This is an optimization exercise on Yosys and OpenROAD, whose aim is small area, a short achievable clock period and few clock cycles, not a production implementation.
Function was checked by simulation only, so behaviour that the tests miss may differ from the original.
No activity file was given, so power comes from the tool's default toggle rates.

File: design/flow/flow/run.sh
#!/bin/bash
# Standard synthesis unchanged, then the standard ORFS layout with repair_timing
# aiming for a setup margin against the design's clock (MARGIN ns), and CTS
# without dummy clock loads (same clustering and buffer as config.mk).
set -e
MARGIN=12.5
CTS="-sink_clustering_enable -repair_clock_nets -sink_clustering_size 16 -sink_clustering_max_diameter 60 -buf_list sky130_fd_sc_hd__clkbuf_8 -dont_use_dummy_load"
bash standard.sh synth > synth.log 2>&1
bash standard.sh SETUP_SLACK_MARGIN=$MARGIN "CTS_ARGS=$CTS" finish > layout.log 2>&1
File: design/flow/standard.sh
#!/bin/bash
# synth_recipe.tcl (not shown) runs the flow's synth.tcl, then flattens the netlist and writes it again
# the make line also repeats each setting of config.mk as NAME=value (left out here)
make -C /OpenROAD-flow-scripts/flow DESIGN_CONFIG=/design/flow/config.mk WORK_HOME=/design/flow/orfs CLKGATE_MAP_FILE= SYNTH_SCRIPT=/design/flow/synth_recipe.tcl "${@:-finish}"
File: design/flow/config.mk
export PLATFORM = sky130hd
export DESIGN_NAME = CPU
export DESIGN_NICKNAME = CPU
export VERILOG_FILES = /design/flow/design.v
export SDC_FILE = /design/flow/constraint.sdc
export NUM_CORES = 4
export LEC_CHECK = 0
export CAP_MARGIN = 35
export CORE_MARGIN = 2
export CORE_UTILIZATION = 30
export CTS_BUF_LIST = sky130_fd_sc_hd__clkbuf_8
export CTS_CLUSTER_DIAMETER = 60
export CTS_CLUSTER_SIZE = 16
export PLACE_DENSITY = 0.35
export SLEW_MARGIN = 35
File: design/flow/constraint.sdc
create_clock -name core_clock -period 18.0 [get_ports {clk}]
set_input_delay 3.6000 -clock core_clock [delete_from_list [all_inputs] [get_ports {clk}]]
set_output_delay 3.6000 -clock core_clock [all_outputs]
set_load 0.01 [all_outputs]
File: design/flow/design.v
module CPU(
    input  wire        clk,
    input  wire        reset,
    output wire [31:0] mem_addr,
    output wire [31:0] mem_wdata,
    output wire        mem_wr,
    input  wire [31:0] mem_rdata
);
    reg  [31:0] rf [0:31];
    reg         rst_q;
    reg  [15:0] mar;         
    reg  [15:0] lf;          
    reg         mwr;
    reg  [31:0] wdata;
    assign mem_addr  = {16'd0, mar};
    assign mem_wdata = wdata;
    assign mem_wr    = mwr;
    reg         s0_f, s1_f, s2_f;      
    reg         s0_ld, s1_ld, s2_ld;   
    reg  [4:0]  s0_rt, s1_rt, s2_rt;   
    reg  [15:0] s1_pc, s2_pc;
    reg  [31:0] ir;          
    reg  [31:0] sel_a, sel_b;    
    reg         e_v;
    reg         e_hz;        
    reg         e_we;
    reg  [4:0]  e_wd;
    reg  [15:0] e_pc;
    reg  [1:0]  e_imm;       
    reg         e_link;      
    reg  [1:0]  e_rsel;      
    reg         e_add;       
    reg         e_sub;
    reg         e_shl, e_sra, e_shvar;
    reg         e_ld, e_st;
    reg         e_br;
    reg  [1:0]  e_bty;       
    reg         e_jmp;       
    reg         e_jr;
    function [31:0] rinit(input [4:0] r);
        rinit = (r == 5'd2 || r == 5'd3) ? 32'd1 : (r == 5'd29) ? 32'd227 : 32'd0;
    endfunction
    integer i;
    reg  [31:0] ra, rb;
    always @* begin
        ra = 32'd0;
        rb = 32'd0;
        for (i = 0; i < 32; i = i + 1) begin
            ra = ra | (rf[i] & {32{sel_a[i]}});
            rb = rb | (rf[i] & {32{sel_b[i]}});
        end
    end
    wire [16:0] pc4 = {1'b0, e_pc} + 17'd4;
    reg  [31:0] immv;
    always @* begin
        case (e_imm)
            2'd1: immv = {{16{ir[15]}}, ir[15:0]};
            2'd2: immv = {ir[15:0], 16'd0};
            2'd3: immv = ir;
            default: immv = e_link ? {15'd0, pc4} : 32'd0;
        endcase
    end
    wire [31:0] va = ra;
    wire [31:0] vb = rb | immv;
    wire [31:0] opb = e_sub ? ~vb : vb;
    wire [31:0] sum = va + opb + {31'd0, e_sub};
    wire        lt  = (va[31] ^ vb[31]) ? va[31] : sum[31];
    wire        eq  = (va == vb);
    wire [31:0] sh_in  = e_shvar ? va : vb;
    wire [4:0]  sh_amt = e_shvar ? vb[4:0] : ir[10:6];
    reg  [31:0] sh_rev;
    always @* for (i = 0; i < 32; i = i + 1) sh_rev[i] = sh_in[31 - i];
    wire [31:0] sh_src = e_shl ? sh_rev : sh_in;
    wire [31:0] sh_r   = $signed({e_sra & sh_in[31], sh_src}) >>> sh_amt;
    reg  [31:0] sh_out;
    always @* for (i = 0; i < 32; i = i + 1) sh_out[i] = e_shl ? sh_r[31 - i] : sh_r[i];
    reg [31:0] e_oth;
    always @* begin
        case (e_rsel)
            2'd1: e_oth = va & vb;
            2'd2: e_oth = {31'd0, lt};
            2'd3: e_oth = sh_out;
            default: e_oth = 32'd0;
        endcase
    end
    wire [31:0] e_res = e_add ? sum : e_oth;
    reg cond;
    always @* begin
        case (e_bty)
            2'd0: cond = eq;
            2'd1: cond = ~eq;
            2'd2: cond = ~lt & ~eq;
            default: cond = lt | eq;
        endcase
    end
    wire e_ok    = e_v & ~e_hz;
    wire e_redir = e_v & (e_hz | e_jmp | e_jr | (e_br & cond));
    wire e_dm    = e_ok & (e_ld | e_st);
    wire [15:0] btgt   = pc4[15:0] + {ir[13:0], 2'b00};
    wire [15:0] e_rtgt = e_hz ? e_pc : e_jr ? va[15:0] : e_br ? btgt : {ir[13:0], 2'b00};
    wire [15:0] daddr  = va[15:0] + ir[15:0];
    wire        wen    = e_ok & e_we;
    always @(posedge clk) rst_q <= reset;
    genvar g;
    generate
        for (g = 0; g < 32; g = g + 1) begin : rfw
            always @(posedge clk)
                if (rst_q | (wen & (e_wd == g))) rf[g] <= e_res | (rst_q ? rinit(g) : 32'd0);
        end
    endgenerate
    wire [31:0] ins = mem_rdata;
    wire [5:0]  op  = ins[31:26];
    wire [4:0]  rs  = ins[25:21];
    wire [4:0]  rt  = ins[20:16];
    wire [4:0]  rd  = ins[15:11];
    wire [5:0]  fn  = ins[5:0];
    wire rtype = (op == 6'd0);
    wire f_add = rtype & (fn == 6'd32);
    wire f_sub = rtype & (fn == 6'd34);
    wire f_and = rtype & (fn == 6'd36);
    wire f_slt = rtype & (fn == 6'd42);
    wire f_srl = rtype & (fn == 6'd0);
    wire f_sll = rtype & (fn == 6'd2);
    wire f_sra = rtype & (fn == 6'd3);
    wire f_sllv = rtype & (fn == 6'd4);
    wire f_srav = rtype & (fn == 6'd7);
    wire f_jr  = rtype & (fn == 6'd8);
    wire o_addi = (op == 6'd8);
    wire o_lui  = (op == 6'd15);
    wire o_beq  = (op == 6'd4);
    wire o_bne  = (op == 6'd5);
    wire o_bgt  = (op == 6'd7);
    wire o_ble  = (op == 6'd6);
    wire o_lw   = (op == 6'd35);
    wire o_sw   = (op == 6'd43);
    wire o_j    = (op == 6'd2);
    wire o_jal  = (op == 6'd3);
    wire o_br   = o_beq | o_bne | o_bgt | o_ble;
    wire r_alu  = f_add | f_sub | f_and | f_slt;
    wire r_sh   = f_srl | f_sll | f_sra | f_sllv | f_srav;
    wire use_rs = r_alu | f_sllv | f_srav | f_jr | o_addi | o_br | o_lw | o_sw;
    wire use_rt = r_alu | r_sh | o_br | o_sw;
    wire we_d   = r_alu | r_sh | o_addi | o_lui | o_jal;    
    wire [4:0] wd_d = (r_alu | r_sh) ? rd : (o_jal ? 5'd31 : rt);
    wire has_dst = we_d | o_lw;
    function conflict(input [4:0] r);
        conflict = (use_rs & (rs == r)) | (use_rt & (rt == r)) | (has_dst & (wd_d == r));
    endfunction
    wire hz = (e_ok & e_ld & conflict(e_wd)) | (s0_ld & conflict(s0_rt)) | (s1_ld & conflict(s1_rt));
    wire d_ins  = s2_f & ~e_redir;
    wire d_ldwb = s2_ld;
    wire d_jump = o_j | o_jal;
    wire p31 = (e_ok & e_ld & (e_wd == 5'd31)) | (s0_ld & (s0_rt == 5'd31)) | (s1_ld & (s1_rt == 5'd31));
    wire d_redir = d_ins & d_jump & ~e_dm & ~(o_jal & p31);
    wire [15:0] d_rtgt = {ins[13:0], 2'b00};
    reg  [15:0] mar_n;
    reg         fetch_n;
    always @* begin
        if (e_redir)      begin mar_n = e_rtgt; fetch_n = 1'b1; end
        else if (e_dm)    begin mar_n = daddr;  fetch_n = 1'b0; end
        else if (d_redir) begin mar_n = d_rtgt; fetch_n = 1'b1; end
        else              begin mar_n = lf + 16'd4; fetch_n = 1'b1; end
    end
    wire squash = e_redir | d_redir;
    always @(posedge clk or posedge reset) begin
        if (reset) begin
            mar  <= 16'd0;
            lf   <= 16'd0;
            mwr  <= 1'b0;
            s0_f <= 1'b1;
            s1_f <= 1'b0;
            s2_f <= 1'b0;
            s0_ld <= 1'b0;
            s1_ld <= 1'b0;
            s2_ld <= 1'b0;
            e_v  <= 1'b0;
            e_add  <= 1'b0;
            e_rsel <= 2'd0;
        end else begin
            mar  <= mar_n;
            if (fetch_n) lf <= mar_n;
            mwr  <= e_ok & e_st;
            s0_f <= fetch_n;
            s1_f <= s0_f & ~squash;
            s2_f <= s1_f & ~squash;
            s0_ld <= e_ok & e_ld;
            s1_ld <= s0_ld;
            s2_ld <= s1_ld;
            e_v  <= d_ldwb | d_ins;
            e_add  <= d_ldwb | ~(f_and | f_slt | r_sh);
            e_rsel <= d_ldwb ? 2'd0 : f_and ? 2'd1 : f_slt ? 2'd2 : r_sh ? 2'd3 : 2'd0;
        end
    end
    always @(posedge clk) begin
        wdata <= vb;
        s0_rt <= e_wd;
        s1_rt <= s0_rt;
        s2_rt <= s1_rt;
        s1_pc <= mar;
        s2_pc <= s1_pc;
        ir    <= mem_rdata;
        e_pc  <= s2_pc;
        e_hz  <= hz & ~d_ldwb;
        for (i = 0; i < 32; i = i + 1) begin
            sel_a[i] <= (rs == i) & ~d_ldwb & ~o_lui & ~o_jal;
            sel_b[i] <= (rt == i) & ~d_ldwb & ~o_addi & ~o_lui & ~o_jal & ~o_lw;
        end
        if (d_ldwb) begin
            e_we <= 1'b1;
            e_wd <= s2_rt;
            e_imm <= 2'd3;
            e_link <= 1'b0;
            e_ld <= 1'b0; e_st <= 1'b0; e_br <= 1'b0; e_jmp <= 1'b0; e_jr <= 1'b0;
            e_sub <= 1'b0;
        end else begin
            e_we  <= we_d;
            e_wd  <= wd_d;
            e_imm <= o_addi ? 2'd1 : o_lui ? 2'd2 : 2'd0;
            e_link <= o_jal;
            e_ld  <= o_lw;
            e_st  <= o_sw;
            e_br  <= o_br;
            e_jmp <= d_jump & (e_dm | (o_jal & p31));
            e_jr  <= f_jr;
            e_sub <= f_sub | f_slt | o_br;
        end
        e_shl   <= f_sll | f_sllv;
        e_sra   <= f_sra | f_srav;
        e_shvar <= f_sllv | f_srav;
        e_bty   <= o_beq ? 2'd0 : o_bne ? 2'd1 : o_bgt ? 2'd2 : 2'd3;
    end
endmodule
==> run notes <==
status complete, no violations; via count 50875; Pwr Density just over 200 mW/mm^2; Worst Hold Path EP s2_pc[15]$_DFF_P_; DR DRC count 0; Min Hold Slack ~300 ps; worst hold start s1_pc[15]$_DFF_P_; die span in x ~450 um; ranking of synthesized cells by area edfxtp_1 52%, a22oi_1 10%, dfxtp_1 7.3%; switching power 5.914 mW; # setup viols final 0; DRT met1 WL roughly 140 mm; required time of the critical path around 19000 ps; Clock Latency Late Sink 1000 ps; Synth cell types 94; vias per cell a little under 7; Reg-to-Reg End rf[11][26]$_DFFE_PP_; clk root buf clkbuf_8; largest area contributor in the netlist edfxtp_1; most frequent cell after synthesis edfxtp_1; hpwl dp 234.0 mm; GRT Total Usage roughly 37%; antenna-violating nets left 0; final wirelength 377.5 mm; top layer in use met5; Arr. time, crit path 6140 ps; # rows between 150 and 200; fraction of layout cells with a size suffix above 1 roughly a fifth; Highest Clock Rate 0.1794 GHz; final setup TNS 0 ps; final hold vios 0; nets between 4000 and 5000; Syn Inst Count ~4500; dpl cells about 7000; Main synth FF type edfxtp_1; FF+latch count, synth 1280; Initial Util between 30 and 40%; DRT iter0 DRCs 8721; first-pass GRT wire length 480.7 mm; min Tclk post-route around 5600 ps; drt pass-1 iters 10; Congestion Overflow GR 0; crit share post-route 30.96%; worst reg-to-reg path cell count 18; CP Class reg -> reg; Num CTS Buffers 140; Area growth, synth to finish 18.70%; Combinational Power Share a little under two fifths; sequential fraction of the synthesis area between 60% and 70%; routed wl met2 ~160 mm; Reg-to-Reg Start sel_a[29]$_DFF_P_; Sink Count roughly 1300; RD Place Congestion about 0.95; Post-synth EDFFs between 1000 and 1500; fin cells between 7000 and 8000; Leak Pwr roughly 24 nW; Sw Ratio between 40% and 50%; CP Capture Type register; Placeable Area 0.1946 sq mm; max-cap viol count 0; Cell Area, Synth between 0.05 and 0.06 sq mm; Slew @ Worst Pin about 1100 ps; startpoint types register; cell internal pwr a little over 8 mW; reg2reg setup slack ~12000 ps; worst hold path class reg -> reg; sequential power share about half; Die Y roughly 450 um; met3 WL between 40 and 50 mm; number of global-route vias before repair ~47000; post-synth top area share a little over half; Fillers between 15000 and 20000; level count of the clock H-tree 4; WHS Path Cells 0; largest net degree at the start of global routing 44; CP Max Fanout 32; max-slew violation count 0; Max clock buf depth 3; commonest cells in the netlist 1024 x edfxtp_1, 806 x a22oi_1, 213 x dfxtp_1, 213 x nand4_1; RSZ-0062 raised after global routing true; Reg clk slew, reported paths about 100 ps; Max Clock Skew around 140 ps; Rel. slew slack between 20% and 30%; full die area ~0.20 sq mm; routed len/inst 51.09 um; Ports 99; Avg Cell Area, Syn ~13 sq um; worst ir drop on vdd 0.1882 mV; IO buf count 82; TritonCTS clock tree built; post-synthesis async set-or-reset flop share between 3 and 4%; initial antenna violation count 22; Util after Layout between 30 and 40%; clock group share of total power between 10 and 15%; Warnings, synthesis 2
[registers in the layout (all words and copies together) (netlist names), 2 cells and up]
register and cells:
lf 16, sel_b 32, e_bty 2, e_imm 2
e_pc 16, rf 1024, s1_rt 5, s0_rt 5
e_rsel 2, mar 16, s2_rt 5, wdata 32
e_wd 5, s1_pc 16, ir 32, s2_pc 16
sel_a 32
[metal layers]
layer,up-vias,global-route usage [%]
met5,-,0
met3,1412,11.82
met2,4461,55.97
li1,18972,-
met4,16,20.24
met1,26014,45.71
[power groups by stage]
stage	logic [mW]	registers [mW]	clock network [mW]
floorplan	2.10	6.62	0
global placement	4.46	7.31	0
detailed placement	4.53	7.15	0
CTS	4.84	7.12	1.78
global route	5.49	7.26	1.87
finish	5.26	7.22	1.75
[logic make-up after synthesis]
family,count (synthesis),share of synthesized area (%)
buf+inv,400,3.581
mux,117,2.168
xor+xnor,158,2.360
compound gates,1564,20.39
other cells,1,0.006396
fa+ha+maj,95,2.066
simple gates,903,7.866
flops,1280,61.56
[worst max-delay path by stage]
stage	startpoint	to	slack [ps]
after floorplan	mem_rdata[31]	mar[10]$_DFF_PP0_	12510
after global placement	e_imm[0]$_SDFF_PP1_	rf[0][28]$_DFFE_PP_	10020
after detailed placement	e_imm[0]$_SDFF_PP1_	rf[6][28]$_DFFE_PP_	9980
after CTS	e_pc[3]$_DFF_P_	mar[11]$_DFF_PP0_	12480
after global routing	sel_b[20]$_DFF_P_	mar[5]$_DFF_PP0_	12460
final	sel_a[29]$_DFF_P_	rf[11][26]$_DFFE_PP_	12430
[layout by cell type (no fill, tap or decap), types with 79 or more instances in the layout]
cell type,netlist,final
a21oi_1,104,87
edfxtp_1,1024,1024
nand4_1,213,213
buf_4,36,237
nand2_1,199,179
xnor2_1,92,85
nor2_1,199,191
clkbuf_8,0,140
a221oi_1,114,96
a22o_1,117,117
dfxtp_1,213,142
a22oi_1,806,798
ha_1,92,79
mux2i_1,93,84
[critical path: stages, from the launching register on]
cell	delay [ps]
dfxtp_2	500
buf_12	300
a22oi_2	330
nand4_1	170
nor4_2	400
buf_4	280
clkinvlp_4	200
fa_2	410
a21oi_4	200
nor2_1	100
a2111oi_4	450
o21ai_4	170
a21oi_2	200
o21ai_2	100
o21ai_0	160
nand2b_1	140
a31oi_4	270
xnor2_1	120
a221o_4	550
[timing repair]
action | in CTS | in global routing
pin swaps | 46 | 65
endpoints found under the setup margin | 1100 | 675
endpoints found under the hold margin | 0 | 0
resized for setup | 330 | 205
setup buffers | 60 | 95
cloned | 6 | 14
hold buffers | 0 | 0
[per-stage QoR]
stage	worst slack (ps)	total power, mW	area (sq um)
final	12430	14.23	69590
after global routing	12460	14.62	69560
after CTS	12480	13.74	67510
after detailed placement	9977	11.68	63620
after global placement	10020	11.77	63270
after floorplan	12510	8.714	58720
[cell type report]
class / instances / area, sq um / area share [%]
Tap cell: 2542 / 3181 / 4.570
Multi-Input combinational cell: 2854 / 22410 / 32.20
Sequential cell: 1280 / 36260 / 52.11
Antenna cell: 14 / 35.03 / 0.05034
Clock buffer: 140 / 1927 / 2.769
Timing Repair Buffer: 480 / 5484 / 7.880
Inverter: 78 / 297.8 / 0.4279
Testbench counts, summed over its fixed seeds: cycles 25,639.

[re-timing with driven ports]
Ports are ideal in the flow. The routed layout listed here was re-timed in OpenROAD.
Step 1, drivers: a clkbuf_16 drives clk and a buf_2 each remaining input, both assumed.
Step 2 also shifts input and output timing later by t, the mid clock arrival at the registers, as if the neighbouring blocks saw the same clock.
Three values: ideal, step 1, step 2; two values: the first two.
t, ns: 1.030
slack for setup (ns): 12.427 / 12.427 / 11.722
hold slack, ns: 0.303 / 0.303 / 0.303
After both steps setup and hold are still met in this run. The setup slack of this run moves by 0.000 ns with the drivers and by -0.705 ns with both steps.
